Background: an optimization exercise with open tools, aiming at small area and a short achievable clock period. Do not read the settings as production practice.
Function was checked by simulation only, so behaviour that the tests miss may differ from the original.
Power is estimated from default activity; no workload was simulated.

===== design/flow/run.sh =====
#!/bin/bash
# synth_recipe.tcl (not shown) runs the flow's synth.tcl, then flattens the netlist and writes it again
# the make line also repeats each setting of config.mk as NAME=value (left out here)
make -C /OpenROAD-flow-scripts/flow DESIGN_CONFIG=/design/flow/config.mk WORK_HOME=/design/flow/orfs CLKGATE_MAP_FILE= SYNTH_SCRIPT=/design/flow/synth_recipe.tcl finish

===== design/flow/config.mk =====
export PLATFORM = sky130hd
export DESIGN_NAME = running_average
export DESIGN_NICKNAME = running_average
export VERILOG_FILES = /design/flow/design.v
export SDC_FILE = /design/flow/constraint.sdc
export NUM_CORES = 4
export LEC_CHECK = 0
export CAP_MARGIN = 20
export CORE_MARGIN = 2
export CORE_UTILIZATION = 40
export SETUP_SLACK_MARGIN = 5.0
export SLEW_MARGIN = 20
export SYNTH_HIERARCHICAL = 1

===== design/flow/constraint.sdc =====
create_clock -name core_clock -period 7.0 [get_ports {clk}]
set_input_delay 1.4000 -clock core_clock [delete_from_list [all_inputs] [get_ports {clk}]]
set_output_delay 1.4000 -clock core_clock [all_outputs]
set_load 0.01 [all_outputs]

===== design/flow/design.v =====
module running_average #(
  parameter N = 4,
  parameter DATAWIDTH = 32
)(
  input   wire        clk,
  input   wire        reset,
  input   wire [DATAWIDTH -1 : 0] data_i,
  output  wire [DATAWIDTH -1 : 0] average_o
);
reg  [31:0] s1, s2, s3;
wire [31:0] s3_n;
wire [29:0] avg;
ra_add_out u_out (.a(data_i), .b(s3), .r(reset), .y(avg));
ra_add_nxt u_nxt (.a(s1), .b(s2), .c(data_i), .y(s3_n));
always_ff @(posedge clk or posedge reset) begin
  if (reset) begin
    s1 <= '0;
    s2 <= '0;
    s3 <= '0;
  end else begin
    s1 <= data_i;
    s2 <= s1;
    s3 <= s3_n;
  end
end
assign average_o = {2'b00, avg};
endmodule
module ra_add_out (input wire [31:0] a, input wire [31:0] b, input wire r, output wire [29:0] y);
  wire n1;
  wire n2;
  wire n3;
  wire n4;
  wire n5;
  wire n6;
  wire n7;
  wire n8;
  wire n9;
  wire n10;
  wire n11;
  wire n12;
  wire n13;
  wire n14;
  wire n15;
  wire n16;
  wire n17;
  wire n18;
  wire n19;
  wire n20;
  wire n21;
  wire n22;
  wire n23;
  wire n24;
  wire n25;
  wire n26;
  wire n27;
  wire n28;
  wire n29;
  wire n30;
  wire n31;
  wire n32;
  wire n33;
  wire n34;
  wire n35;
  wire n36;
  wire n37;
  wire n38;
  wire n39;
  wire n40;
  wire n41;
  wire n42;
  wire n43;
  wire n44;
  wire n45;
  wire n46;
  wire n47;
  wire n48;
  wire n49;
  wire n50;
  wire n51;
  wire n52;
  wire n53;
  wire n54;
  wire n55;
  wire n56;
  wire n57;
  wire n58;
  wire n59;
  wire n60;
  wire n61;
  wire n62;
  wire n63;
  wire n64;
  wire n65;
  wire n66;
  wire n67;
  wire n68;
  wire n69;
  wire n70;
  wire n71;
  wire n72;
  wire n73;
  wire n74;
  wire n75;
  wire n76;
  wire n77;
  wire n78;
  wire n79;
  wire n80;
  wire n81;
  wire n82;
  wire n83;
  wire n84;
  wire n85;
  wire n86;
  wire n87;
  wire n88;
  wire n89;
  wire n90;
  wire n91;
  wire n92;
  wire n93;
  wire n94;
  wire n95;
  wire n96;
  wire n97;
  wire n98;
  wire n99;
  wire n100;
  wire n101;
  wire n102;
  wire n103;
  wire n104;
  wire n105;
  wire n106;
  wire n107;
  wire n108;
  wire n109;
  wire n110;
  wire n111;
  wire n112;
  wire n113;
  wire n114;
  wire n115;
  wire n116;
  wire n117;
  wire n118;
  wire n119;
  wire n120;
  wire n121;
  wire n122;
  wire n123;
  wire n124;
  wire n125;
  wire n126;
  wire n127;
  wire n128;
  wire n129;
  wire n130;
  wire n131;
  wire n132;
  wire n133;
  wire n134;
  wire n135;
  wire n136;
  wire n137;
  wire n138;
  wire n139;
  wire n140;
  wire n141;
  wire n142;
  wire n143;
  wire n144;
  wire n145;
  wire n146;
  wire n147;
  wire n148;
  wire n149;
  wire n150;
  wire n151;
  wire n152;
  wire n153;
  wire n154;
  wire n155;
  wire n156;
  wire n157;
  wire n158;
  wire n159;
  wire n160;
  wire n161;
  wire n162;
  wire n163;
  wire n164;
  wire n165;
  wire n166;
  wire n167;
  wire n168;
  wire n169;
  wire n170;
  wire n171;
  wire n172;
  wire n173;
  wire n174;
  wire n175;
  wire n176;
  wire n177;
  wire n178;
  wire n179;
  wire n180;
  wire n181;
  wire n182;
  wire n183;
  wire n184;
  wire n185;
  wire n186;
  wire n187;
  wire n188;
  wire n189;
  wire n190;
  wire n191;
  wire n192;
  wire n193;
  wire n194;
  wire n195;
  wire n196;
  wire n197;
  wire n198;
  wire n199;
  wire n200;
  wire n201;
  wire n202;
  wire n203;
  wire n204;
  wire n205;
  wire n206;
  wire n207;
  wire n208;
  wire n209;
  wire n210;
  wire n211;
  wire n212;
  wire n214;
  wire n215;
  wire n217;
  wire n218;
  wire n220;
  wire n221;
  wire n223;
  wire n224;
  wire n226;
  wire n227;
  wire n229;
  wire n230;
  wire n232;
  wire n233;
  wire n235;
  wire n236;
  wire n238;
  wire n239;
  wire n241;
  wire n242;
  wire n244;
  wire n245;
  wire n247;
  wire n248;
  wire n250;
  wire n251;
  wire n253;
  wire n254;
  wire n256;
  wire n257;
  wire n259;
  wire n260;
  wire n262;
  wire n263;
  wire n265;
  wire n266;
  wire n268;
  wire n269;
  wire n271;
  wire n272;
  wire n274;
  wire n275;
  wire n277;
  wire n278;
  wire n280;
  wire n281;
  wire n283;
  wire n284;
  wire n286;
  wire n287;
  wire n289;
  wire n290;
  wire n292;
  wire n293;
  wire n295;
  wire n296;
  wire n298;
  wire n299;
  ra_nand2 g1 (.a(a[0]), .b(b[0]), .y(n1));
  ra_nor2 g2 (.a(a[0]), .b(b[0]), .y(n2));
  ra_nand2 g3 (.a(a[1]), .b(b[1]), .y(n3));
  ra_nor2 g4 (.a(a[1]), .b(b[1]), .y(n4));
  ra_nand2 g5 (.a(a[2]), .b(b[2]), .y(n5));
  ra_nor2 g6 (.a(a[2]), .b(b[2]), .y(n6));
  ra_nand2 g7 (.a(a[3]), .b(b[3]), .y(n7));
  ra_nor2 g8 (.a(a[3]), .b(b[3]), .y(n8));
  ra_nand2 g9 (.a(a[4]), .b(b[4]), .y(n9));
  ra_nor2 g10 (.a(a[4]), .b(b[4]), .y(n10));
  ra_nand2 g11 (.a(a[5]), .b(b[5]), .y(n11));
  ra_nor2 g12 (.a(a[5]), .b(b[5]), .y(n12));
  ra_nand2 g13 (.a(a[6]), .b(b[6]), .y(n13));
  ra_nor2 g14 (.a(a[6]), .b(b[6]), .y(n14));
  ra_nand2 g15 (.a(a[7]), .b(b[7]), .y(n15));
  ra_nor2 g16 (.a(a[7]), .b(b[7]), .y(n16));
  ra_nand2 g17 (.a(a[8]), .b(b[8]), .y(n17));
  ra_nor2 g18 (.a(a[8]), .b(b[8]), .y(n18));
  ra_nand2 g19 (.a(a[9]), .b(b[9]), .y(n19));
  ra_nor2 g20 (.a(a[9]), .b(b[9]), .y(n20));
  ra_nand2 g21 (.a(a[10]), .b(b[10]), .y(n21));
  ra_nor2 g22 (.a(a[10]), .b(b[10]), .y(n22));
  ra_nand2 g23 (.a(a[11]), .b(b[11]), .y(n23));
  ra_nor2 g24 (.a(a[11]), .b(b[11]), .y(n24));
  ra_nand2 g25 (.a(a[12]), .b(b[12]), .y(n25));
  ra_nor2 g26 (.a(a[12]), .b(b[12]), .y(n26));
  ra_nand2 g27 (.a(a[13]), .b(b[13]), .y(n27));
  ra_nor2 g28 (.a(a[13]), .b(b[13]), .y(n28));
  ra_nand2 g29 (.a(a[14]), .b(b[14]), .y(n29));
  ra_nor2 g30 (.a(a[14]), .b(b[14]), .y(n30));
  ra_nand2 g31 (.a(a[15]), .b(b[15]), .y(n31));
  ra_nor2 g32 (.a(a[15]), .b(b[15]), .y(n32));
  ra_nand2 g33 (.a(a[16]), .b(b[16]), .y(n33));
  ra_nor2 g34 (.a(a[16]), .b(b[16]), .y(n34));
  ra_nand2 g35 (.a(a[17]), .b(b[17]), .y(n35));
  ra_nor2 g36 (.a(a[17]), .b(b[17]), .y(n36));
  ra_nand2 g37 (.a(a[18]), .b(b[18]), .y(n37));
  ra_nor2 g38 (.a(a[18]), .b(b[18]), .y(n38));
  ra_nand2 g39 (.a(a[19]), .b(b[19]), .y(n39));
  ra_nor2 g40 (.a(a[19]), .b(b[19]), .y(n40));
  ra_nand2 g41 (.a(a[20]), .b(b[20]), .y(n41));
  ra_nor2 g42 (.a(a[20]), .b(b[20]), .y(n42));
  ra_nand2 g43 (.a(a[21]), .b(b[21]), .y(n43));
  ra_nor2 g44 (.a(a[21]), .b(b[21]), .y(n44));
  ra_nand2 g45 (.a(a[22]), .b(b[22]), .y(n45));
  ra_nor2 g46 (.a(a[22]), .b(b[22]), .y(n46));
  ra_nand2 g47 (.a(a[23]), .b(b[23]), .y(n47));
  ra_nor2 g48 (.a(a[23]), .b(b[23]), .y(n48));
  ra_nand2 g49 (.a(a[24]), .b(b[24]), .y(n49));
  ra_nor2 g50 (.a(a[24]), .b(b[24]), .y(n50));
  ra_nand2 g51 (.a(a[25]), .b(b[25]), .y(n51));
  ra_nor2 g52 (.a(a[25]), .b(b[25]), .y(n52));
  ra_nand2 g53 (.a(a[26]), .b(b[26]), .y(n53));
  ra_nor2 g54 (.a(a[26]), .b(b[26]), .y(n54));
  ra_nand2 g55 (.a(a[27]), .b(b[27]), .y(n55));
  ra_nor2 g56 (.a(a[27]), .b(b[27]), .y(n56));
  ra_nand2 g57 (.a(a[28]), .b(b[28]), .y(n57));
  ra_nor2 g58 (.a(a[28]), .b(b[28]), .y(n58));
  ra_nand2 g59 (.a(a[29]), .b(b[29]), .y(n59));
  ra_nor2 g60 (.a(a[29]), .b(b[29]), .y(n60));
  ra_nand2 g61 (.a(a[30]), .b(b[30]), .y(n61));
  ra_nor2 g62 (.a(a[30]), .b(b[30]), .y(n62));
  ra_oai21 g63 (.a1(n4), .a2(n1), .b1(n3), .y(n63));
  ra_oai21 g64 (.a1(n8), .a2(n5), .b1(n7), .y(n64));
  ra_nor2 g65 (.a(n8), .b(n6), .y(n65));
  ra_oai21 g66 (.a1(n12), .a2(n9), .b1(n11), .y(n66));
  ra_nor2 g67 (.a(n12), .b(n10), .y(n67));
  ra_oai21 g68 (.a1(n16), .a2(n13), .b1(n15), .y(n68));
  ra_nor2 g69 (.a(n16), .b(n14), .y(n69));
  ra_oai21 g70 (.a1(n20), .a2(n17), .b1(n19), .y(n70));
  ra_nor2 g71 (.a(n20), .b(n18), .y(n71));
  ra_oai21 g72 (.a1(n24), .a2(n21), .b1(n23), .y(n72));
  ra_nor2 g73 (.a(n24), .b(n22), .y(n73));
  ra_oai21 g74 (.a1(n28), .a2(n25), .b1(n27), .y(n74));
  ra_nor2 g75 (.a(n28), .b(n26), .y(n75));
  ra_oai21 g76 (.a1(n32), .a2(n29), .b1(n31), .y(n76));
  ra_nor2 g77 (.a(n32), .b(n30), .y(n77));
  ra_oai21 g78 (.a1(n36), .a2(n33), .b1(n35), .y(n78));
  ra_nor2 g79 (.a(n36), .b(n34), .y(n79));
  ra_oai21 g80 (.a1(n40), .a2(n37), .b1(n39), .y(n80));
  ra_nor2 g81 (.a(n40), .b(n38), .y(n81));
  ra_oai21 g82 (.a1(n44), .a2(n41), .b1(n43), .y(n82));
  ra_nor2 g83 (.a(n44), .b(n42), .y(n83));
  ra_oai21 g84 (.a1(n48), .a2(n45), .b1(n47), .y(n84));
  ra_nor2 g85 (.a(n48), .b(n46), .y(n85));
  ra_oai21 g86 (.a1(n52), .a2(n49), .b1(n51), .y(n86));
  ra_nor2 g87 (.a(n52), .b(n50), .y(n87));
  ra_oai21 g88 (.a1(n56), .a2(n53), .b1(n55), .y(n88));
  ra_nor2 g89 (.a(n56), .b(n54), .y(n89));
  ra_oai21 g90 (.a1(n60), .a2(n57), .b1(n59), .y(n90));
  ra_nor2 g91 (.a(n60), .b(n58), .y(n91));
  ra_inv g92 (.a(n63), .y(n92));
  ra_oai21 g93 (.a1(n6), .a2(n92), .b1(n5), .y(n93));
  ra_aoi21 g94 (.a1(n65), .a2(n63), .b1(n64), .y(n94));
  ra_inv g95 (.a(n66), .y(n95));
  ra_oai21 g96 (.a1(n14), .a2(n95), .b1(n13), .y(n96));
  ra_nor2b g97 (.a(n14), .bn(n67), .y(n97));
  ra_aoi21 g98 (.a1(n69), .a2(n66), .b1(n68), .y(n98));
  ra_nand2 g99 (.a(n69), .b(n67), .y(n99));
  ra_inv g100 (.a(n70), .y(n100));
  ra_oai21 g101 (.a1(n22), .a2(n100), .b1(n21), .y(n101));
  ra_nor2b g102 (.a(n22), .bn(n71), .y(n102));
  ra_aoi21 g103 (.a1(n73), .a2(n70), .b1(n72), .y(n103));
  ra_nand2 g104 (.a(n73), .b(n71), .y(n104));
  ra_inv g105 (.a(n74), .y(n105));
  ra_oai21 g106 (.a1(n30), .a2(n105), .b1(n29), .y(n106));
  ra_nor2b g107 (.a(n30), .bn(n75), .y(n107));
  ra_aoi21 g108 (.a1(n77), .a2(n74), .b1(n76), .y(n108));
  ra_nand2 g109 (.a(n77), .b(n75), .y(n109));
  ra_inv g110 (.a(n78), .y(n110));
  ra_oai21 g111 (.a1(n38), .a2(n110), .b1(n37), .y(n111));
  ra_nor2b g112 (.a(n38), .bn(n79), .y(n112));
  ra_aoi21 g113 (.a1(n81), .a2(n78), .b1(n80), .y(n113));
  ra_nand2 g114 (.a(n81), .b(n79), .y(n114));
  ra_inv g115 (.a(n82), .y(n115));
  ra_oai21 g116 (.a1(n46), .a2(n115), .b1(n45), .y(n116));
  ra_nor2b g117 (.a(n46), .bn(n83), .y(n117));
  ra_aoi21 g118 (.a1(n85), .a2(n82), .b1(n84), .y(n118));
  ra_nand2 g119 (.a(n85), .b(n83), .y(n119));
  ra_inv g120 (.a(n86), .y(n120));
  ra_oai21 g121 (.a1(n54), .a2(n120), .b1(n53), .y(n121));
  ra_nor2b g122 (.a(n54), .bn(n87), .y(n122));
  ra_aoi21 g123 (.a1(n89), .a2(n86), .b1(n88), .y(n123));
  ra_nand2 g124 (.a(n89), .b(n87), .y(n124));
  ra_inv g125 (.a(n90), .y(n125));
  ra_oai21 g126 (.a1(n62), .a2(n125), .b1(n61), .y(n126));
  ra_nor2b g127 (.a(n62), .bn(n91), .y(n127));
  ra_oai21 g128 (.a1(n10), .a2(n94), .b1(n9), .y(n128));
  ra_inv g129 (.a(n94), .y(n129));
  ra_aoi21 g130 (.a1(n67), .a2(n129), .b1(n66), .y(n130));
  ra_inv g131 (.a(n94), .y(n131));
  ra_aoi21 g132 (.a1(n97), .a2(n131), .b1(n96), .y(n132));
  ra_oai21 g133 (.a1(n99), .a2(n94), .b1(n98), .y(n133));
  ra_oai21 g134 (.a1(n26), .a2(n103), .b1(n25), .y(n134));
  ra_nor2 g135 (.a(n26), .b(n104), .y(n135));
  ra_inv g136 (.a(n103), .y(n136));
  ra_aoi21 g137 (.a1(n75), .a2(n136), .b1(n74), .y(n137));
  ra_nor2b g138 (.a(n104), .bn(n75), .y(n138));
  ra_inv g139 (.a(n103), .y(n139));
  ra_aoi21 g140 (.a1(n107), .a2(n139), .b1(n106), .y(n140));
  ra_nor2b g141 (.a(n104), .bn(n107), .y(n141));
  ra_oai21 g142 (.a1(n109), .a2(n103), .b1(n108), .y(n142));
  ra_nor2 g143 (.a(n109), .b(n104), .y(n143));
  ra_oai21 g144 (.a1(n42), .a2(n113), .b1(n41), .y(n144));
  ra_nor2 g145 (.a(n42), .b(n114), .y(n145));
  ra_inv g146 (.a(n113), .y(n146));
  ra_aoi21 g147 (.a1(n83), .a2(n146), .b1(n82), .y(n147));
  ra_nor2b g148 (.a(n114), .bn(n83), .y(n148));
  ra_inv g149 (.a(n113), .y(n149));
  ra_aoi21 g150 (.a1(n117), .a2(n149), .b1(n116), .y(n150));
  ra_nor2b g151 (.a(n114), .bn(n117), .y(n151));
  ra_oai21 g152 (.a1(n119), .a2(n113), .b1(n118), .y(n152));
  ra_nor2 g153 (.a(n119), .b(n114), .y(n153));
  ra_oai21 g154 (.a1(n58), .a2(n123), .b1(n57), .y(n154));
  ra_nor2 g155 (.a(n58), .b(n124), .y(n155));
  ra_inv g156 (.a(n123), .y(n156));
  ra_aoi21 g157 (.a1(n91), .a2(n156), .b1(n90), .y(n157));
  ra_nor2b g158 (.a(n124), .bn(n91), .y(n158));
  ra_inv g159 (.a(n123), .y(n159));
  ra_aoi21 g160 (.a1(n127), .a2(n159), .b1(n126), .y(n160));
  ra_nor2b g161 (.a(n124), .bn(n127), .y(n161));
  ra_inv g162 (.a(n133), .y(n162));
  ra_oai21 g163 (.a1(n18), .a2(n162), .b1(n17), .y(n163));
  ra_aoi21 g164 (.a1(n71), .a2(n133), .b1(n70), .y(n164));
  ra_aoi21 g165 (.a1(n102), .a2(n133), .b1(n101), .y(n165));
  ra_inv g166 (.a(n133), .y(n166));
  ra_oai21 g167 (.a1(n104), .a2(n166), .b1(n103), .y(n167));
  ra_aoi21 g168 (.a1(n135), .a2(n133), .b1(n134), .y(n168));
  ra_a21boi g169 (.a1(n138), .a2(n133), .b1n(n137), .y(n169));
  ra_a21boi g170 (.a1(n141), .a2(n133), .b1n(n140), .y(n170));
  ra_aoi21 g171 (.a1(n143), .a2(n133), .b1(n142), .y(n171));
  ra_inv g172 (.a(n152), .y(n172));
  ra_oai21 g173 (.a1(n50), .a2(n172), .b1(n49), .y(n173));
  ra_nor2b g174 (.a(n50), .bn(n153), .y(n174));
  ra_aoi21 g175 (.a1(n87), .a2(n152), .b1(n86), .y(n175));
  ra_nand2 g176 (.a(n87), .b(n153), .y(n176));
  ra_aoi21 g177 (.a1(n122), .a2(n152), .b1(n121), .y(n177));
  ra_nand2 g178 (.a(n122), .b(n153), .y(n178));
  ra_inv g179 (.a(n152), .y(n179));
  ra_oai21 g180 (.a1(n124), .a2(n179), .b1(n123), .y(n180));
  ra_nor2b g181 (.a(n124), .bn(n153), .y(n181));
  ra_aoi21 g182 (.a1(n155), .a2(n152), .b1(n154), .y(n182));
  ra_nand2 g183 (.a(n155), .b(n153), .y(n183));
  ra_a21boi g184 (.a1(n158), .a2(n152), .b1n(n157), .y(n184));
  ra_nand2 g185 (.a(n158), .b(n153), .y(n185));
  ra_a21boi g186 (.a1(n161), .a2(n152), .b1n(n160), .y(n186));
  ra_nand2 g187 (.a(n161), .b(n153), .y(n187));
  ra_oai21 g188 (.a1(n34), .a2(n171), .b1(n33), .y(n188));
  ra_inv g189 (.a(n171), .y(n189));
  ra_aoi21 g190 (.a1(n79), .a2(n189), .b1(n78), .y(n190));
  ra_inv g191 (.a(n171), .y(n191));
  ra_aoi21 g192 (.a1(n112), .a2(n191), .b1(n111), .y(n192));
  ra_oai21 g193 (.a1(n114), .a2(n171), .b1(n113), .y(n193));
  ra_inv g194 (.a(n171), .y(n194));
  ra_aoi21 g195 (.a1(n145), .a2(n194), .b1(n144), .y(n195));
  ra_inv g196 (.a(n171), .y(n196));
  ra_a21boi g197 (.a1(n148), .a2(n196), .b1n(n147), .y(n197));
  ra_inv g198 (.a(n171), .y(n198));
  ra_a21boi g199 (.a1(n151), .a2(n198), .b1n(n150), .y(n199));
  ra_inv g200 (.a(n171), .y(n200));
  ra_aoi21 g201 (.a1(n153), .a2(n200), .b1(n152), .y(n201));
  ra_inv g202 (.a(n171), .y(n202));
  ra_aoi21 g203 (.a1(n174), .a2(n202), .b1(n173), .y(n203));
  ra_oai21 g204 (.a1(n176), .a2(n171), .b1(n175), .y(n204));
  ra_oai21 g205 (.a1(n178), .a2(n171), .b1(n177), .y(n205));
  ra_inv g206 (.a(n171), .y(n206));
  ra_aoi21 g207 (.a1(n181), .a2(n206), .b1(n180), .y(n207));
  ra_oai21 g208 (.a1(n183), .a2(n171), .b1(n182), .y(n208));
  ra_oai21 g209 (.a1(n185), .a2(n171), .b1(n184), .y(n209));
  ra_oai21 g210 (.a1(n187), .a2(n171), .b1(n186), .y(n210));
  ra_xnor2 g211 (.a(a[2]), .b(b[2]), .y(n211));
  ra_nor2 g212 (.a(n211), .b(r), .y(n212));
  ra_xor2 g213 (.a(n212), .b(n63), .y(y[0]));
  ra_xnor2 g214 (.a(a[3]), .b(b[3]), .y(n214));
  ra_nor2 g215 (.a(n214), .b(r), .y(n215));
  ra_xor2 g216 (.a(n215), .b(n93), .y(y[1]));
  ra_xnor2 g217 (.a(a[4]), .b(b[4]), .y(n217));
  ra_nor2 g218 (.a(n217), .b(r), .y(n218));
  ra_xnor2 g219 (.a(n218), .b(n94), .y(y[2]));
  ra_xnor2 g220 (.a(a[5]), .b(b[5]), .y(n220));
  ra_nor2 g221 (.a(n220), .b(r), .y(n221));
  ra_xor2 g222 (.a(n221), .b(n128), .y(y[3]));
  ra_xnor2 g223 (.a(a[6]), .b(b[6]), .y(n223));
  ra_nor2 g224 (.a(n223), .b(r), .y(n224));
  ra_xnor2 g225 (.a(n224), .b(n130), .y(y[4]));
  ra_xnor2 g226 (.a(a[7]), .b(b[7]), .y(n226));
  ra_nor2 g227 (.a(n226), .b(r), .y(n227));
  ra_xnor2 g228 (.a(n227), .b(n132), .y(y[5]));
  ra_xnor2 g229 (.a(a[8]), .b(b[8]), .y(n229));
  ra_nor2 g230 (.a(n229), .b(r), .y(n230));
  ra_xor2 g231 (.a(n230), .b(n133), .y(y[6]));
  ra_xnor2 g232 (.a(a[9]), .b(b[9]), .y(n232));
  ra_nor2 g233 (.a(n232), .b(r), .y(n233));
  ra_xor2 g234 (.a(n233), .b(n163), .y(y[7]));
  ra_xnor2 g235 (.a(a[10]), .b(b[10]), .y(n235));
  ra_nor2 g236 (.a(n235), .b(r), .y(n236));
  ra_xnor2 g237 (.a(n236), .b(n164), .y(y[8]));
  ra_xnor2 g238 (.a(a[11]), .b(b[11]), .y(n238));
  ra_nor2 g239 (.a(n238), .b(r), .y(n239));
  ra_xnor2 g240 (.a(n239), .b(n165), .y(y[9]));
  ra_xnor2 g241 (.a(a[12]), .b(b[12]), .y(n241));
  ra_nor2 g242 (.a(n241), .b(r), .y(n242));
  ra_xor2 g243 (.a(n242), .b(n167), .y(y[10]));
  ra_xnor2 g244 (.a(a[13]), .b(b[13]), .y(n244));
  ra_nor2 g245 (.a(n244), .b(r), .y(n245));
  ra_xnor2 g246 (.a(n245), .b(n168), .y(y[11]));
  ra_xnor2 g247 (.a(a[14]), .b(b[14]), .y(n247));
  ra_nor2 g248 (.a(n247), .b(r), .y(n248));
  ra_xnor2 g249 (.a(n248), .b(n169), .y(y[12]));
  ra_xnor2 g250 (.a(a[15]), .b(b[15]), .y(n250));
  ra_nor2 g251 (.a(n250), .b(r), .y(n251));
  ra_xnor2 g252 (.a(n251), .b(n170), .y(y[13]));
  ra_xnor2 g253 (.a(a[16]), .b(b[16]), .y(n253));
  ra_nor2 g254 (.a(n253), .b(r), .y(n254));
  ra_xnor2 g255 (.a(n254), .b(n171), .y(y[14]));
  ra_xnor2 g256 (.a(a[17]), .b(b[17]), .y(n256));
  ra_nor2 g257 (.a(n256), .b(r), .y(n257));
  ra_xor2 g258 (.a(n257), .b(n188), .y(y[15]));
  ra_xnor2 g259 (.a(a[18]), .b(b[18]), .y(n259));
  ra_nor2 g260 (.a(n259), .b(r), .y(n260));
  ra_xnor2 g261 (.a(n260), .b(n190), .y(y[16]));
  ra_xnor2 g262 (.a(a[19]), .b(b[19]), .y(n262));
  ra_nor2 g263 (.a(n262), .b(r), .y(n263));
  ra_xnor2 g264 (.a(n263), .b(n192), .y(y[17]));
  ra_xnor2 g265 (.a(a[20]), .b(b[20]), .y(n265));
  ra_nor2 g266 (.a(n265), .b(r), .y(n266));
  ra_xor2 g267 (.a(n266), .b(n193), .y(y[18]));
  ra_xnor2 g268 (.a(a[21]), .b(b[21]), .y(n268));
  ra_nor2 g269 (.a(n268), .b(r), .y(n269));
  ra_xnor2 g270 (.a(n269), .b(n195), .y(y[19]));
  ra_xnor2 g271 (.a(a[22]), .b(b[22]), .y(n271));
  ra_nor2 g272 (.a(n271), .b(r), .y(n272));
  ra_xnor2 g273 (.a(n272), .b(n197), .y(y[20]));
  ra_xnor2 g274 (.a(a[23]), .b(b[23]), .y(n274));
  ra_nor2 g275 (.a(n274), .b(r), .y(n275));
  ra_xnor2 g276 (.a(n275), .b(n199), .y(y[21]));
  ra_xnor2 g277 (.a(a[24]), .b(b[24]), .y(n277));
  ra_nor2 g278 (.a(n277), .b(r), .y(n278));
  ra_xnor2 g279 (.a(n278), .b(n201), .y(y[22]));
  ra_xnor2 g280 (.a(a[25]), .b(b[25]), .y(n280));
  ra_nor2 g281 (.a(n280), .b(r), .y(n281));
  ra_xnor2 g282 (.a(n281), .b(n203), .y(y[23]));
  ra_xnor2 g283 (.a(a[26]), .b(b[26]), .y(n283));
  ra_nor2 g284 (.a(n283), .b(r), .y(n284));
  ra_xor2 g285 (.a(n284), .b(n204), .y(y[24]));
  ra_xnor2 g286 (.a(a[27]), .b(b[27]), .y(n286));
  ra_nor2 g287 (.a(n286), .b(r), .y(n287));
  ra_xor2 g288 (.a(n287), .b(n205), .y(y[25]));
  ra_xnor2 g289 (.a(a[28]), .b(b[28]), .y(n289));
  ra_nor2 g290 (.a(n289), .b(r), .y(n290));
  ra_xnor2 g291 (.a(n290), .b(n207), .y(y[26]));
  ra_xnor2 g292 (.a(a[29]), .b(b[29]), .y(n292));
  ra_nor2 g293 (.a(n292), .b(r), .y(n293));
  ra_xor2 g294 (.a(n293), .b(n208), .y(y[27]));
  ra_xnor2 g295 (.a(a[30]), .b(b[30]), .y(n295));
  ra_nor2 g296 (.a(n295), .b(r), .y(n296));
  ra_xor2 g297 (.a(n296), .b(n209), .y(y[28]));
  ra_xnor2 g298 (.a(a[31]), .b(b[31]), .y(n298));
  ra_nor2 g299 (.a(n298), .b(r), .y(n299));
  ra_xor2 g300 (.a(n299), .b(n210), .y(y[29]));
endmodule
module ra_add_nxt (input wire [31:0] a, input wire [31:0] b, input wire [31:0] c, output wire [31:0] y);
  wire [31:0] fs;
  wire [32:0] fc;
  wire n1;
  wire n2;
  wire n3;
  wire n4;
  wire n5;
  wire n6;
  wire n7;
  wire n8;
  wire n9;
  wire n10;
  wire n11;
  wire n12;
  wire n13;
  wire n14;
  wire n15;
  wire n16;
  wire n17;
  wire n18;
  wire n19;
  wire n20;
  wire n21;
  wire n22;
  wire n23;
  wire n24;
  wire n25;
  wire n26;
  wire n27;
  wire n28;
  wire n29;
  wire n30;
  wire n31;
  wire n32;
  wire n33;
  wire n34;
  wire n35;
  wire n36;
  wire n37;
  wire n38;
  wire n39;
  wire n40;
  wire n41;
  wire n42;
  wire n43;
  wire n44;
  wire n45;
  wire n46;
  wire n47;
  wire n48;
  wire n49;
  wire n50;
  wire n51;
  wire n52;
  wire n53;
  wire n54;
  wire n55;
  wire n56;
  wire n57;
  wire n58;
  wire n59;
  wire n60;
  wire n61;
  wire n62;
  wire n63;
  wire n64;
  wire n65;
  wire n66;
  wire n67;
  wire n68;
  wire n69;
  wire n70;
  wire n71;
  wire n72;
  wire n73;
  wire n74;
  wire n75;
  wire n76;
  wire n77;
  wire n78;
  wire n79;
  wire n80;
  wire n81;
  wire n82;
  wire n83;
  wire n84;
  wire n85;
  wire n86;
  wire n87;
  wire n88;
  wire n89;
  wire n90;
  wire n91;
  wire n92;
  wire n93;
  wire n94;
  wire n95;
  wire n96;
  wire n97;
  wire n98;
  wire n99;
  wire n100;
  wire n101;
  wire n102;
  wire n103;
  wire n104;
  wire n105;
  wire n106;
  wire n107;
  wire n108;
  wire n109;
  wire n110;
  wire n111;
  wire n112;
  wire n113;
  wire n114;
  wire n115;
  wire n116;
  wire n117;
  wire n118;
  wire n119;
  wire n120;
  wire n121;
  wire n122;
  wire n123;
  wire n124;
  wire n125;
  wire n126;
  wire n127;
  wire n128;
  wire n129;
  wire n130;
  wire n131;
  wire n132;
  wire n133;
  wire n134;
  wire n135;
  wire n136;
  wire n137;
  wire n138;
  wire n139;
  wire n140;
  wire n141;
  wire n142;
  wire n143;
  wire n145;
  wire n147;
  wire n149;
  wire n151;
  wire n153;
  wire n155;
  wire n157;
  wire n159;
  wire n161;
  wire n163;
  wire n165;
  wire n167;
  wire n169;
  wire n171;
  wire n173;
  wire n175;
  wire n177;
  wire n179;
  wire n181;
  wire n183;
  wire n185;
  wire n187;
  wire n189;
  wire n191;
  wire n193;
  wire n195;
  wire n197;
  wire n199;
  wire n201;
  wire n203;
  ra_fa f0 (.a(c[0]), .b(a[0]), .ci(b[0]), .s(fs[0]), .co(fc[1]));
  ra_fa f1 (.a(c[1]), .b(a[1]), .ci(b[1]), .s(fs[1]), .co(fc[2]));
  ra_fa f2 (.a(c[2]), .b(a[2]), .ci(b[2]), .s(fs[2]), .co(fc[3]));
  ra_fa f3 (.a(c[3]), .b(a[3]), .ci(b[3]), .s(fs[3]), .co(fc[4]));
  ra_fa f4 (.a(c[4]), .b(a[4]), .ci(b[4]), .s(fs[4]), .co(fc[5]));
  ra_fa f5 (.a(c[5]), .b(a[5]), .ci(b[5]), .s(fs[5]), .co(fc[6]));
  ra_fa f6 (.a(c[6]), .b(a[6]), .ci(b[6]), .s(fs[6]), .co(fc[7]));
  ra_fa f7 (.a(c[7]), .b(a[7]), .ci(b[7]), .s(fs[7]), .co(fc[8]));
  ra_fa f8 (.a(c[8]), .b(a[8]), .ci(b[8]), .s(fs[8]), .co(fc[9]));
  ra_fa f9 (.a(c[9]), .b(a[9]), .ci(b[9]), .s(fs[9]), .co(fc[10]));
  ra_fa f10 (.a(c[10]), .b(a[10]), .ci(b[10]), .s(fs[10]), .co(fc[11]));
  ra_fa f11 (.a(c[11]), .b(a[11]), .ci(b[11]), .s(fs[11]), .co(fc[12]));
  ra_fa f12 (.a(c[12]), .b(a[12]), .ci(b[12]), .s(fs[12]), .co(fc[13]));
  ra_fa f13 (.a(c[13]), .b(a[13]), .ci(b[13]), .s(fs[13]), .co(fc[14]));
  ra_fa f14 (.a(c[14]), .b(a[14]), .ci(b[14]), .s(fs[14]), .co(fc[15]));
  ra_fa f15 (.a(c[15]), .b(a[15]), .ci(b[15]), .s(fs[15]), .co(fc[16]));
  ra_fa f16 (.a(c[16]), .b(a[16]), .ci(b[16]), .s(fs[16]), .co(fc[17]));
  ra_fa f17 (.a(c[17]), .b(a[17]), .ci(b[17]), .s(fs[17]), .co(fc[18]));
  ra_fa f18 (.a(c[18]), .b(a[18]), .ci(b[18]), .s(fs[18]), .co(fc[19]));
  ra_fa f19 (.a(c[19]), .b(a[19]), .ci(b[19]), .s(fs[19]), .co(fc[20]));
  ra_fa f20 (.a(c[20]), .b(a[20]), .ci(b[20]), .s(fs[20]), .co(fc[21]));
  ra_fa f21 (.a(c[21]), .b(a[21]), .ci(b[21]), .s(fs[21]), .co(fc[22]));
  ra_fa f22 (.a(c[22]), .b(a[22]), .ci(b[22]), .s(fs[22]), .co(fc[23]));
  ra_fa f23 (.a(c[23]), .b(a[23]), .ci(b[23]), .s(fs[23]), .co(fc[24]));
  ra_fa f24 (.a(c[24]), .b(a[24]), .ci(b[24]), .s(fs[24]), .co(fc[25]));
  ra_fa f25 (.a(c[25]), .b(a[25]), .ci(b[25]), .s(fs[25]), .co(fc[26]));
  ra_fa f26 (.a(c[26]), .b(a[26]), .ci(b[26]), .s(fs[26]), .co(fc[27]));
  ra_fa f27 (.a(c[27]), .b(a[27]), .ci(b[27]), .s(fs[27]), .co(fc[28]));
  ra_fa f28 (.a(c[28]), .b(a[28]), .ci(b[28]), .s(fs[28]), .co(fc[29]));
  ra_fa f29 (.a(c[29]), .b(a[29]), .ci(b[29]), .s(fs[29]), .co(fc[30]));
  ra_fa f30 (.a(c[30]), .b(a[30]), .ci(b[30]), .s(fs[30]), .co(fc[31]));
  ra_fa f31 (.a(c[31]), .b(a[31]), .ci(b[31]), .s(fs[31]), .co(fc[32]));
  ra_nand2 g1 (.a(fs[1]), .b(fc[1]), .y(n1));
  ra_nor2 g2 (.a(fs[1]), .b(fc[1]), .y(n2));
  ra_nand2 g3 (.a(fs[2]), .b(fc[2]), .y(n3));
  ra_nor2 g4 (.a(fs[2]), .b(fc[2]), .y(n4));
  ra_nand2 g5 (.a(fs[3]), .b(fc[3]), .y(n5));
  ra_nor2 g6 (.a(fs[3]), .b(fc[3]), .y(n6));
  ra_nand2 g7 (.a(fs[4]), .b(fc[4]), .y(n7));
  ra_nor2 g8 (.a(fs[4]), .b(fc[4]), .y(n8));
  ra_nand2 g9 (.a(fs[5]), .b(fc[5]), .y(n9));
  ra_nor2 g10 (.a(fs[5]), .b(fc[5]), .y(n10));
  ra_nand2 g11 (.a(fs[6]), .b(fc[6]), .y(n11));
  ra_nor2 g12 (.a(fs[6]), .b(fc[6]), .y(n12));
  ra_nand2 g13 (.a(fs[7]), .b(fc[7]), .y(n13));
  ra_nor2 g14 (.a(fs[7]), .b(fc[7]), .y(n14));
  ra_nand2 g15 (.a(fs[8]), .b(fc[8]), .y(n15));
  ra_nor2 g16 (.a(fs[8]), .b(fc[8]), .y(n16));
  ra_nand2 g17 (.a(fs[9]), .b(fc[9]), .y(n17));
  ra_nor2 g18 (.a(fs[9]), .b(fc[9]), .y(n18));
  ra_nand2 g19 (.a(fs[10]), .b(fc[10]), .y(n19));
  ra_nor2 g20 (.a(fs[10]), .b(fc[10]), .y(n20));
  ra_nand2 g21 (.a(fs[11]), .b(fc[11]), .y(n21));
  ra_nor2 g22 (.a(fs[11]), .b(fc[11]), .y(n22));
  ra_nand2 g23 (.a(fs[12]), .b(fc[12]), .y(n23));
  ra_nor2 g24 (.a(fs[12]), .b(fc[12]), .y(n24));
  ra_nand2 g25 (.a(fs[13]), .b(fc[13]), .y(n25));
  ra_nor2 g26 (.a(fs[13]), .b(fc[13]), .y(n26));
  ra_nand2 g27 (.a(fs[14]), .b(fc[14]), .y(n27));
  ra_nor2 g28 (.a(fs[14]), .b(fc[14]), .y(n28));
  ra_nand2 g29 (.a(fs[15]), .b(fc[15]), .y(n29));
  ra_nor2 g30 (.a(fs[15]), .b(fc[15]), .y(n30));
  ra_nand2 g31 (.a(fs[16]), .b(fc[16]), .y(n31));
  ra_nor2 g32 (.a(fs[16]), .b(fc[16]), .y(n32));
  ra_nand2 g33 (.a(fs[17]), .b(fc[17]), .y(n33));
  ra_nor2 g34 (.a(fs[17]), .b(fc[17]), .y(n34));
  ra_nand2 g35 (.a(fs[18]), .b(fc[18]), .y(n35));
  ra_nor2 g36 (.a(fs[18]), .b(fc[18]), .y(n36));
  ra_nand2 g37 (.a(fs[19]), .b(fc[19]), .y(n37));
  ra_nor2 g38 (.a(fs[19]), .b(fc[19]), .y(n38));
  ra_nand2 g39 (.a(fs[20]), .b(fc[20]), .y(n39));
  ra_nor2 g40 (.a(fs[20]), .b(fc[20]), .y(n40));
  ra_nand2 g41 (.a(fs[21]), .b(fc[21]), .y(n41));
  ra_nor2 g42 (.a(fs[21]), .b(fc[21]), .y(n42));
  ra_nand2 g43 (.a(fs[22]), .b(fc[22]), .y(n43));
  ra_nor2 g44 (.a(fs[22]), .b(fc[22]), .y(n44));
  ra_nand2 g45 (.a(fs[23]), .b(fc[23]), .y(n45));
  ra_nor2 g46 (.a(fs[23]), .b(fc[23]), .y(n46));
  ra_nand2 g47 (.a(fs[24]), .b(fc[24]), .y(n47));
  ra_nor2 g48 (.a(fs[24]), .b(fc[24]), .y(n48));
  ra_nand2 g49 (.a(fs[25]), .b(fc[25]), .y(n49));
  ra_nor2 g50 (.a(fs[25]), .b(fc[25]), .y(n50));
  ra_nand2 g51 (.a(fs[26]), .b(fc[26]), .y(n51));
  ra_nor2 g52 (.a(fs[26]), .b(fc[26]), .y(n52));
  ra_nand2 g53 (.a(fs[27]), .b(fc[27]), .y(n53));
  ra_nor2 g54 (.a(fs[27]), .b(fc[27]), .y(n54));
  ra_nand2 g55 (.a(fs[28]), .b(fc[28]), .y(n55));
  ra_nor2 g56 (.a(fs[28]), .b(fc[28]), .y(n56));
  ra_nand2 g57 (.a(fs[29]), .b(fc[29]), .y(n57));
  ra_nor2 g58 (.a(fs[29]), .b(fc[29]), .y(n58));
  ra_nand2 g59 (.a(fs[30]), .b(fc[30]), .y(n59));
  ra_nor2 g60 (.a(fs[30]), .b(fc[30]), .y(n60));
  ra_oai21 g61 (.a1(n4), .a2(n1), .b1(n3), .y(n61));
  ra_oai21 g62 (.a1(n8), .a2(n5), .b1(n7), .y(n62));
  ra_nor2 g63 (.a(n8), .b(n6), .y(n63));
  ra_oai21 g64 (.a1(n12), .a2(n9), .b1(n11), .y(n64));
  ra_nor2 g65 (.a(n12), .b(n10), .y(n65));
  ra_oai21 g66 (.a1(n16), .a2(n13), .b1(n15), .y(n66));
  ra_nor2 g67 (.a(n16), .b(n14), .y(n67));
  ra_oai21 g68 (.a1(n20), .a2(n17), .b1(n19), .y(n68));
  ra_nor2 g69 (.a(n20), .b(n18), .y(n69));
  ra_oai21 g70 (.a1(n24), .a2(n21), .b1(n23), .y(n70));
  ra_nor2 g71 (.a(n24), .b(n22), .y(n71));
  ra_oai21 g72 (.a1(n28), .a2(n25), .b1(n27), .y(n72));
  ra_nor2 g73 (.a(n28), .b(n26), .y(n73));
  ra_oai21 g74 (.a1(n32), .a2(n29), .b1(n31), .y(n74));
  ra_nor2 g75 (.a(n32), .b(n30), .y(n75));
  ra_oai21 g76 (.a1(n36), .a2(n33), .b1(n35), .y(n76));
  ra_nor2 g77 (.a(n36), .b(n34), .y(n77));
  ra_oai21 g78 (.a1(n40), .a2(n37), .b1(n39), .y(n78));
  ra_nor2 g79 (.a(n40), .b(n38), .y(n79));
  ra_oai21 g80 (.a1(n44), .a2(n41), .b1(n43), .y(n80));
  ra_nor2 g81 (.a(n44), .b(n42), .y(n81));
  ra_oai21 g82 (.a1(n48), .a2(n45), .b1(n47), .y(n82));
  ra_nor2 g83 (.a(n48), .b(n46), .y(n83));
  ra_oai21 g84 (.a1(n52), .a2(n49), .b1(n51), .y(n84));
  ra_nor2 g85 (.a(n52), .b(n50), .y(n85));
  ra_oai21 g86 (.a1(n56), .a2(n53), .b1(n55), .y(n86));
  ra_nor2 g87 (.a(n56), .b(n54), .y(n87));
  ra_oai21 g88 (.a1(n60), .a2(n57), .b1(n59), .y(n88));
  ra_nor2 g89 (.a(n60), .b(n58), .y(n89));
  ra_aoi21 g90 (.a1(n63), .a2(n61), .b1(n62), .y(n90));
  ra_aoi21 g91 (.a1(n67), .a2(n64), .b1(n66), .y(n91));
  ra_nand2 g92 (.a(n67), .b(n65), .y(n92));
  ra_aoi21 g93 (.a1(n71), .a2(n68), .b1(n70), .y(n93));
  ra_nand2 g94 (.a(n71), .b(n69), .y(n94));
  ra_aoi21 g95 (.a1(n75), .a2(n72), .b1(n74), .y(n95));
  ra_nand2 g96 (.a(n75), .b(n73), .y(n96));
  ra_aoi21 g97 (.a1(n79), .a2(n76), .b1(n78), .y(n97));
  ra_nand2 g98 (.a(n79), .b(n77), .y(n98));
  ra_aoi21 g99 (.a1(n83), .a2(n80), .b1(n82), .y(n99));
  ra_nand2 g100 (.a(n83), .b(n81), .y(n100));
  ra_aoi21 g101 (.a1(n87), .a2(n84), .b1(n86), .y(n101));
  ra_nand2 g102 (.a(n87), .b(n85), .y(n102));
  ra_oai21 g103 (.a1(n92), .a2(n90), .b1(n91), .y(n103));
  ra_oai21 g104 (.a1(n96), .a2(n93), .b1(n95), .y(n104));
  ra_nor2 g105 (.a(n96), .b(n94), .y(n105));
  ra_oai21 g106 (.a1(n100), .a2(n97), .b1(n99), .y(n106));
  ra_nor2 g107 (.a(n100), .b(n98), .y(n107));
  ra_aoi21 g108 (.a1(n105), .a2(n103), .b1(n104), .y(n108));
  ra_inv g109 (.a(n108), .y(n109));
  ra_aoi21 g110 (.a1(n107), .a2(n109), .b1(n106), .y(n110));
  ra_inv g111 (.a(n103), .y(n111));
  ra_oai21 g112 (.a1(n94), .a2(n111), .b1(n93), .y(n112));
  ra_oai21 g113 (.a1(n98), .a2(n108), .b1(n97), .y(n113));
  ra_oai21 g114 (.a1(n102), .a2(n110), .b1(n101), .y(n114));
  ra_inv g115 (.a(n90), .y(n115));
  ra_aoi21 g116 (.a1(n65), .a2(n115), .b1(n64), .y(n116));
  ra_aoi21 g117 (.a1(n69), .a2(n103), .b1(n68), .y(n117));
  ra_aoi21 g118 (.a1(n73), .a2(n112), .b1(n72), .y(n118));
  ra_inv g119 (.a(n108), .y(n119));
  ra_aoi21 g120 (.a1(n77), .a2(n119), .b1(n76), .y(n120));
  ra_aoi21 g121 (.a1(n81), .a2(n113), .b1(n80), .y(n121));
  ra_inv g122 (.a(n110), .y(n122));
  ra_aoi21 g123 (.a1(n85), .a2(n122), .b1(n84), .y(n123));
  ra_aoi21 g124 (.a1(n89), .a2(n114), .b1(n88), .y(n124));
  ra_inv g125 (.a(n61), .y(n125));
  ra_oai21 g126 (.a1(n6), .a2(n125), .b1(n5), .y(n126));
  ra_oai21 g127 (.a1(n10), .a2(n90), .b1(n9), .y(n127));
  ra_oai21 g128 (.a1(n14), .a2(n116), .b1(n13), .y(n128));
  ra_inv g129 (.a(n103), .y(n129));
  ra_oai21 g130 (.a1(n18), .a2(n129), .b1(n17), .y(n130));
  ra_oai21 g131 (.a1(n22), .a2(n117), .b1(n21), .y(n131));
  ra_inv g132 (.a(n112), .y(n132));
  ra_oai21 g133 (.a1(n26), .a2(n132), .b1(n25), .y(n133));
  ra_oai21 g134 (.a1(n30), .a2(n118), .b1(n29), .y(n134));
  ra_oai21 g135 (.a1(n34), .a2(n108), .b1(n33), .y(n135));
  ra_oai21 g136 (.a1(n38), .a2(n120), .b1(n37), .y(n136));
  ra_inv g137 (.a(n113), .y(n137));
  ra_oai21 g138 (.a1(n42), .a2(n137), .b1(n41), .y(n138));
  ra_oai21 g139 (.a1(n46), .a2(n121), .b1(n45), .y(n139));
  ra_oai21 g140 (.a1(n50), .a2(n110), .b1(n49), .y(n140));
  ra_oai21 g141 (.a1(n54), .a2(n123), .b1(n53), .y(n141));
  ra_inv g142 (.a(n114), .y(n142));
  ra_oai21 g143 (.a1(n58), .a2(n142), .b1(n57), .y(n143));
  assign y[0] = fs[0];
  assign fc[0] = 1'b0;
  ra_xor2 g144 (.a(fs[1]), .b(fc[1]), .y(y[1]));
  ra_nor2b g145 (.a(n4), .bn(n3), .y(n145));
  ra_xnor2 g146 (.a(n145), .b(n1), .y(y[2]));
  ra_nor2b g147 (.a(n6), .bn(n5), .y(n147));
  ra_xor2 g148 (.a(n147), .b(n61), .y(y[3]));
  ra_nor2b g149 (.a(n8), .bn(n7), .y(n149));
  ra_xor2 g150 (.a(n149), .b(n126), .y(y[4]));
  ra_nor2b g151 (.a(n10), .bn(n9), .y(n151));
  ra_xnor2 g152 (.a(n151), .b(n90), .y(y[5]));
  ra_nor2b g153 (.a(n12), .bn(n11), .y(n153));
  ra_xor2 g154 (.a(n153), .b(n127), .y(y[6]));
  ra_nor2b g155 (.a(n14), .bn(n13), .y(n155));
  ra_xnor2 g156 (.a(n155), .b(n116), .y(y[7]));
  ra_nor2b g157 (.a(n16), .bn(n15), .y(n157));
  ra_xor2 g158 (.a(n157), .b(n128), .y(y[8]));
  ra_nor2b g159 (.a(n18), .bn(n17), .y(n159));
  ra_xor2 g160 (.a(n159), .b(n103), .y(y[9]));
  ra_nor2b g161 (.a(n20), .bn(n19), .y(n161));
  ra_xor2 g162 (.a(n161), .b(n130), .y(y[10]));
  ra_nor2b g163 (.a(n22), .bn(n21), .y(n163));
  ra_xnor2 g164 (.a(n163), .b(n117), .y(y[11]));
  ra_nor2b g165 (.a(n24), .bn(n23), .y(n165));
  ra_xor2 g166 (.a(n165), .b(n131), .y(y[12]));
  ra_nor2b g167 (.a(n26), .bn(n25), .y(n167));
  ra_xor2 g168 (.a(n167), .b(n112), .y(y[13]));
  ra_nor2b g169 (.a(n28), .bn(n27), .y(n169));
  ra_xor2 g170 (.a(n169), .b(n133), .y(y[14]));
  ra_nor2b g171 (.a(n30), .bn(n29), .y(n171));
  ra_xnor2 g172 (.a(n171), .b(n118), .y(y[15]));
  ra_nor2b g173 (.a(n32), .bn(n31), .y(n173));
  ra_xor2 g174 (.a(n173), .b(n134), .y(y[16]));
  ra_nor2b g175 (.a(n34), .bn(n33), .y(n175));
  ra_xnor2 g176 (.a(n175), .b(n108), .y(y[17]));
  ra_nor2b g177 (.a(n36), .bn(n35), .y(n177));
  ra_xor2 g178 (.a(n177), .b(n135), .y(y[18]));
  ra_nor2b g179 (.a(n38), .bn(n37), .y(n179));
  ra_xnor2 g180 (.a(n179), .b(n120), .y(y[19]));
  ra_nor2b g181 (.a(n40), .bn(n39), .y(n181));
  ra_xor2 g182 (.a(n181), .b(n136), .y(y[20]));
  ra_nor2b g183 (.a(n42), .bn(n41), .y(n183));
  ra_xor2 g184 (.a(n183), .b(n113), .y(y[21]));
  ra_nor2b g185 (.a(n44), .bn(n43), .y(n185));
  ra_xor2 g186 (.a(n185), .b(n138), .y(y[22]));
  ra_nor2b g187 (.a(n46), .bn(n45), .y(n187));
  ra_xnor2 g188 (.a(n187), .b(n121), .y(y[23]));
  ra_nor2b g189 (.a(n48), .bn(n47), .y(n189));
  ra_xor2 g190 (.a(n189), .b(n139), .y(y[24]));
  ra_nor2b g191 (.a(n50), .bn(n49), .y(n191));
  ra_xnor2 g192 (.a(n191), .b(n110), .y(y[25]));
  ra_nor2b g193 (.a(n52), .bn(n51), .y(n193));
  ra_xor2 g194 (.a(n193), .b(n140), .y(y[26]));
  ra_nor2b g195 (.a(n54), .bn(n53), .y(n195));
  ra_xnor2 g196 (.a(n195), .b(n123), .y(y[27]));
  ra_nor2b g197 (.a(n56), .bn(n55), .y(n197));
  ra_xor2 g198 (.a(n197), .b(n141), .y(y[28]));
  ra_nor2b g199 (.a(n58), .bn(n57), .y(n199));
  ra_xor2 g200 (.a(n199), .b(n114), .y(y[29]));
  ra_nor2b g201 (.a(n60), .bn(n59), .y(n201));
  ra_xor2 g202 (.a(n201), .b(n143), .y(y[30]));
  ra_xor2 g203 (.a(fs[31]), .b(fc[31]), .y(n203));
  ra_xnor2 g204 (.a(n203), .b(n124), .y(y[31]));
endmodule
module ra_fa (input wire a, input wire b, input wire ci, output wire s, output wire co);
  assign s = a ^ b ^ ci;
  assign co = (a & b) | (ci & (a ^ b));
endmodule
module ra_a21boi (input wire a1, input wire a2, input wire b1n, output wire y);
  assign y = ~((a1 & a2) | ~b1n);
endmodule
module ra_aoi21 (input wire a1, input wire a2, input wire b1, output wire y);
  assign y = ~((a1 & a2) | b1);
endmodule
module ra_inv (input wire a, output wire y);
  assign y = ~a;
endmodule
module ra_nand2 (input wire a, input wire b, output wire y);
  assign y = ~(a & b);
endmodule
module ra_nor2 (input wire a, input wire b, output wire y);
  assign y = ~(a | b);
endmodule
module ra_nor2b (input wire a, input wire bn, output wire y);
  assign y = ~(a | ~bn);
endmodule
module ra_oai21 (input wire a1, input wire a2, input wire b1, output wire y);
  assign y = ~((a1 | a2) & b1);
endmodule
module ra_xnor2 (input wire a, input wire b, output wire y);
  assign y = ~(a ^ b);
endmodule
module ra_xor2 (input wire a, input wire b, output wire y);
  assign y = a ^ b;
endmodule

==> run summary, run 1 <==
Status - finished clean
Fin Setup TNS - 0 ns
Share of the synthesized area in the top cell type - 38.63%
Total CTS buffers - 9
H-tree depth - 3
Distinct cells, synth - 13
Layout Utilization - 61.88%
Residual DRC - 0
CTS tree - built
Synth Register Bits - 96
Post-Syn Instances - 635
Vias in the first global route - 5221
Syn Std Cell Area - 6218 um^2
Vias per cell - 4.888
Max_cap viols - 0
CTS Buffer Depth - 2
Crit. End Element - primary output
Fill count - 1173
Top cells by area, synth - dfrtp_1, fa_1, nor2b_4
DRT Pass-1 Iters - 4
Core Area - 15200 um^2
Pwr Density - 377.3 nW/um^2
Fmax - 230.2 MHz
Initial core utilization - 40.91%
Final nets - 875
Overflow after GRT - 0
Critical path arrival - 2.94 ns
Syn avg cell area - 9.793 um^2
Largest net degree at the start of global routing - 60
Via Count - 4898
Worst EP required - 5.60 ns
Area leader, netlist - dfrtp_1
Total detailed-routing wirelength - 15820 um
CP Launch Type - input pin
CP max FO - 8
Seq/Total Area, Yosys - 38.63%
First-pass GRT wire length - 24940 um
ANT cells - 0
Warnings from Yosys - 7
RSZ-0062 raised after global routing - true
GPL Wtd Cong - 0.7793
Clock transition at path regs - 0.07 ns
Clk root buf - clkbuf_16
Initial DRC Count - 202
Kind of critical path - input pin to primary output
Layout cells sized above 1 - 55.04%
Final Hold Viols - 0
Detail Placement HPWL - 9146 um
Final worst path period share - 62.07%
Drt wl/cell - 15.79 um
Hold_ws - 0.4066 ns
Post-route setup slack - 2.655 ns
Final Skew - 0.007106 ns
# hold bufs at CTS - 0
Slew Limit Fails - 0
I/O pin total - 66
GRT Util Overall - 19.38%
Worst-Skew Late Latency - 0.36 ns
Site Rows - 45
Number of nets with antenna violations after routing - 0
Final min period - 4.345 ns
Setup WS pre-CTS - 1.369 ns
Final setup viols - 0
Die X-Extent - 128.7 um
Die area - 16560 um^2
Kind of path behind the tightest hold check - flip-flop to flip-flop
Initial antenna violation count - 0
Synth-to-Final Area Change - 51.27%
P_leak - 4.097 nW
Port bufs - 63
Power Total - 0.003549 W
Worst IR drop on VDD - 0.1823 mV
Die Span Y - 128.7 um
Num Clock Sinks - 96
==> metal layers <==
layer,GRT usage [%],vias to the layer above,part of all wire [%]
li1,-,2362,-
met1,23.86,2443,43
met2,33.74,77,52
met3,4.283,16,3.7
met4,6.586,0,1.3
met5,0,-,0
==> logic make-up (layout without fill, tap and decap cells) <==
logic type / Yosys count / in the layout / synth area share (%)
AO/OA/AOI/OAI: 126 / 126 / 13.40
XOR/XNOR: 92 / 92 / 12.96
adder cells (fa/ha/maj): 32 / 32 / 10.30
buffers and inverters: 42 / 220 / 2.716
flip-flops: 96 / 96 / 38.63
other: 1 / 2 / 0.06030
AND/OR/NAND/NOR: 246 / 246 / 21.93
==> worst max-delay path, stage by stage <==
cell      delay (ns)
buf_8           0.10
nor2_4          0.15
o21ai_4         0.10
a21oi_4         0.22
o21ai_4         0.10
a21oi_4         0.20
buf_12          0.20
inv_4           0.04
a21boi_2        0.13
xnor2_1         0.14
buf_2           0.16
==> final timing paths <==
check | start | end | slack, ns | cells after the start
worst max-delay path | data_i[9] | average_o[21] | 2.66 | 11
worst min-delay path | s1[20] | s2[20] | 0.41 | 0
worst max register to register | s1[10] | s3[28] | 4.37 | 12
worst min register to register | s1[20] | s2[20] | 0.41 | 0
max in group asynchronous | reset | s3[0] | 5.11 | 4
min in group asynchronous | reset | s3[7] | 1.53 | 4
==> final cells by class <==
cell class | count | area, um^2 | share of cell area (%)
Inverter | 39 | 167.7 | 1.782
Sequential cell | 96 | 2402 | 25.54
Clock buffer | 10 | 229.0 | 2.434
Clock inverter | 6 | 107.6 | 1.144
Timing Repair Buffer | 165 | 1510 | 16.05
Tap cell | 188 | 235.2 | 2.501
Multi-Input combinational cell | 498 | 4755 | 50.55
==> registers in the layout, indices dropped and copies added (netlist names) <==
| name | flops |
|---|---|
| s2 | 32 |
| s1 | 32 |
| s3 | 32 |
==> Yosys stat by module (local to each module, per instance), a selection <==
| module | copies in the design | flip-flops and latches |
|---|---|---|
| running_average | 1 | 96 |
| ra_nand2 | 78 | 0 |
| ra_xnor2 | 58 | 0 |
| ra_add_nxt | 1 | 0 |
| ra_aoi21 | 44 | 0 |
| ra_nor2 | 124 | 0 |
| ra_nor2b | 44 | 0 |
| ra_inv | 38 | 0 |
==> Yosys cell counts (all sizes together) <==
cell and instances:
nand2 78, fa 32, buf 3, xnor2 58
nor2b 44, a21boi 6, conb 1, nor2 124
dfrtp 96, a21oi 44, o21ai 76, xor2 34
inv 39
==> layout by cell type, fill, tap and decap left out, types with 5 or more instances in the layout <==
cell type,instances
inv_1,22
a21oi_4,17
nor2_4,42
fa_2,10
nor2_1,61
xor2_1,30
nand2_4,5
clkbuf_16,9
nand2_1,54
o21ai_1,29
buf_12,6
buf_8,7
inv_2,9
fa_1,22
xnor2_2,11
nand2_2,18
buf_2,38
o21ai_4,22
xnor2_1,47
dfrtp_1,96
a21oi_2,27
inv_4,7
nor2_2,21
buf_4,61
o21ai_2,25
nor2b_4,44
buf_6,43
==> metrics by stage <==
stage | cell area [um^2] | std cells
after global placement | 7281 | 887
after floorplan | 6415 | 636
after global routing | 9407 | 1002
after CTS | 8837 | 972
after detailed placement | 7281 | 887
final | 9407 | 1002
==> power by group <==
part	switching (W)	total [W]	internal (W)
registers	0.000123	0.000776	0.000653
clock network	0.000233	0.000582	0.000349
logic	0.00111	0.00219	0.00109
==> timing repair <==
action                     4_1_cts  5_1_grt
pin swaps                      107       76
setup buffers                   66       30
gates cloned                     3        0
resized for setup              485      102
setup endpoints to repair      158      156
==> run 2: changes to the inputs <==
--- a/design/flow/config.mk
+++ b/design/flow/config.mk
@@ -9,5 +9,5 @@
 export CORE_MARGIN = 2
 export CORE_UTILIZATION = 40
-export SETUP_SLACK_MARGIN = 5.0
+export SETUP_SLACK_MARGIN = 3.0
 export SLEW_MARGIN = 20
 export SYNTH_HIERARCHICAL = 1
==> run 2 against run 1 <==
  * Clock power rose by 4.3%
  * Non-clock buffer count decreased by 61
  * Largest power group unchanged
  * Sequential share of layout area is 3.4 points higher
==> run summary, run 2 <==
Reg-to-Reg Start - s1[2]
Most common cell after layout, fill and taps aside - dfrtp_1
Final Skew - 0.006713 ns
Final Hold Viols - 0
Pwr Density - 385.0 nW/um^2
Share of the synthesized area in the top cell type - 38.63%
Port bufs - 63
Worst-Margin Slew - 0.8478 ns
Distinct cells, synth - 13
Worst slew margin - 43.48%
Clk root buf - clkbuf_16
Fmax - 227.8 MHz
Synth-to-Final Area Change - 33.40%
Site Rows - 45
Worst IR drop on VDD - 0.1904 mV
Largest net degree at the start of global routing - 67
Top cells by area, synth - dfrtp_1, fa_1, nor2b_4
Switching fraction of total power - 39.86%
Layout cells sized above 1 - 39.44%
Post-Synth Simple-Gate Area - 21.93%
Residual DRC - 0
Total detailed-routing wirelength - 13600 um
Mux contribution to synthesized area - 0%
Synth Register Bits - 96
Vias per cell - 4.900
Initial DRC Count - 150
Die X-Extent - 128.7 um
Overflow after GRT - 0
Largest regs - s1 x32, s2 x32, s3 x32
Post-synth top cells - nor2_1, dfrtp_1, nand2_1
Total CTS buffers - 9
GRT Util Overall - 17.59%
Crit. End Element - primary output
Slew Limit Fails - 0
Final min period - 4.390 ns
Final worst path period share - 62.72%
Critical path arrival - 2.99 ns
Largest family of logic cells by synthesized area - simple AND/OR/NAND/NOR gates
H-tree depth - 3
Core Area - 15200 um^2
Via Count - 4611
Drt wl/cell - 14.45 um
CTS Buffer Depth - 2
CTS tree - built
Seq/Total Area, Yosys - 38.63%
Synth Area in Compound Gates - 13.40%
Synth async-reset ratio - 100.0%
Hold_ws - 0.4042 ns
Internal power - 0.001921 W
Post-synth EDFFs - 0
ANT cells - 0
GPL Wtd Cong - 0.7874
P_leak - 3.657 nW
First-pass GRT wire length - 22840 um
Warnings from Yosys - 7
Most frequent cells in the layout - dfrtp_1, nor2_1, nand2_1
Switching power - 0.001273 W
CP max FO - 8
Syn avg cell area - 9.793 um^2
Post-Syn Instances - 635
RSZ-0062 raised after global routing - true
Worst EP required - 5.60 ns
Die Span Y - 128.7 um
Worst-Skew Late Latency - 0.35 ns
# hold bufs at CTS - 0
Post-Synth Adder-Cell Area - 10.30%
Most frequent cell after synthesis - nor2_1
Critical path startpoint - data_i[7]
Initial core utilization - 40.91%
Die area - 16560 um^2
Area leader, netlist - dfrtp_1
Seq pwr share - 24.2%
Post-Synth XOR/XNOR Area - 12.96%
Power Total - 0.003194 W
Initial antenna violation count - 0
Clock transition at path regs - 0.06 ns
Hold path startpoint - s1[10]
I/O pin total - 66
Clock Power Share - 19.0%
Syn Std Cell Area - 6218 um^2
Kind of path behind the tightest hold check - flip-flop to flip-flop
DRT Pass-1 Iters - 4
Num Clock Sinks - 96
Final nets - 814
Vias in the first global route - 4773
Fin Setup TNS - 0 ns
Max_cap viols - 0
Kind of critical path - input pin to primary output
Number of nets with antenna violations after routing - 0
Detail Placement HPWL - 8873 um
Final setup viols - 0
Primary FF master, synth - dfrtp_1
CP Launch Type - input pin
Comb pwr share - 56.8%
Status - finished clean
run 2: cell counts after synthesis:
Identical to the previous run, type by type.
run 2: per-module statistics from Yosys (local to each module, per instance), excerpt:
module,cell area (um^2),cells inside,copies in the design
ra_nor2b,13.76,1,44
ra_add_nxt,7.507,1,1
ra_a21boi,11.26,1,6
ra_xnor2,8.758,1,58
ra_xor2,8.758,1,34
ra_aoi21,8.758,1,44
run 2: final timing paths:
| path | depth (start not counted) | slack, ns | to |
|---|---|---|---|
| hold / removal | 0 | 0.40 | s2[10] |
| hold reg to reg | 0 | 0.40 | s2[10] |
| max in group asynchronous | 4 | 4.29 | s2[0] |
| min in group asynchronous | 3 | 1.53 | s2[17] |
| setup / recovery | 13 | 2.61 | average_o[26] |
| setup reg to reg | 12 | 4.02 | s3[30] |
run 2: power by group through the flow:
| stage | Combinational, W | Clock (W) | Sequential [W] |
|---|---|---|---|
| after floorplan | 0.00103 | 0 | 0.000735 |
| after global placement | 0.00151 | 0 | 0.000752 |
| after detailed placement | 0.00152 | 0 | 0.000754 |
| after CTS | 0.00170 | 0.000624 | 0.000766 |
| after global routing | 0.00197 | 0.000650 | 0.000787 |
| final | 0.00181 | 0.000607 | 0.000772 |
run 2: worst max-delay path, cell delays in order:
cell and delay (ns):
buf_6 0.12, nor2_4 0.15, nor2_4 0.05, a21oi_2 0.16
o21ai_4 0.09, buf_6 0.13, a21oi_4 0.17, buf_6 0.13
buf_12 0.13, inv_2 0.04, a21oi_2 0.14, xnor2_1 0.13
buf_2 0.15
run 2: cells by family (layout without fill, tap and decap cells):
family / Yosys count / after routing
other cells: 1 / 2
buf+inv: 42 / 159
compound gates: 126 / 126
fa+ha+maj: 32 / 32
simple gates: 246 / 246
xor+xnor: 92 / 92
flops: 96 / 96
run 2: per-stage QoR:
step	setup WS, ns	utilization [%]	instances	instance area, um^2
final	2.610	54.57	941	8295
after global routing	2.529	54.57	941	8295
after CTS	2.626	53.28	932	8100
after detailed placement	1.414	47.22	886	7178
after global placement	1.469	47.22	886	7178
after floorplan	2.948	-	636	6317
run 2: timing repair:
action,in CTS,in global routing
setup buffers,28,9
gates resized for setup,349,39
gates cloned,2,0
pin swaps,48,31
setup endpoints to repair,45,30
run 2: layout make-up:
cell class	instances	area [um^2]
Clock inverter	5	127.6
Inverter	39	151.4
Timing Repair Buffer	104	908.4
Fill cell	1328	6907
Multi-Input combinational cell	498	4228
Tap cell	188	235.2
Sequential cell	96	2402
Clock buffer	11	242.7
run 2: layer usage:
metal	GRT usage (%)	share of wire (%)	vias to the layer above
met5	0	0	-
li1	-	-	2259
met2	30.03	51	61
met1	22.32	44	2278
met3	4.283	3.0	13
met4	4.987	1.3	0

## re-timing with driven ports
No port has a modelled driver above. Below, the same layouts with a new extraction and two added sets of constraints.
Step 1 (the two cells are an assumption about what drives the block):
set clk [get_ports {clk}]
set_driving_cell -lib_cell sky130_fd_sc_hd__clkbuf_16 $clk
set_driving_cell -lib_cell sky130_fd_sc_hd__buf_2 [delete_from_list [all_inputs] $clk]
Step 2 also shifts input and output timing later by t, the mid clock arrival at the registers, as if the neighbouring blocks saw the same clock.
Slacks: ideal ports / drivers / drivers and shift; pairs: ideal ports / drivers.
run | t (ns) | slack for setup (ns) | hold slack, ns | slew at the worst register clock pin (ns)
run 1 | 0.397 | 2.655 / 2.614 / 2.614 | 0.407 / 0.407 / 0.407 | 0.07 / 0.07
run 2 | 0.385 | 2.610 / 2.576 / 2.576 | 0.404 / 0.404 / 0.404 | 0.07 / 0.07
After both steps setup and hold are still met in every run listed. For run 1, which loses most, drivers alone change the setup slack by -0.041 ns; drivers and shift together by -0.041 ns.
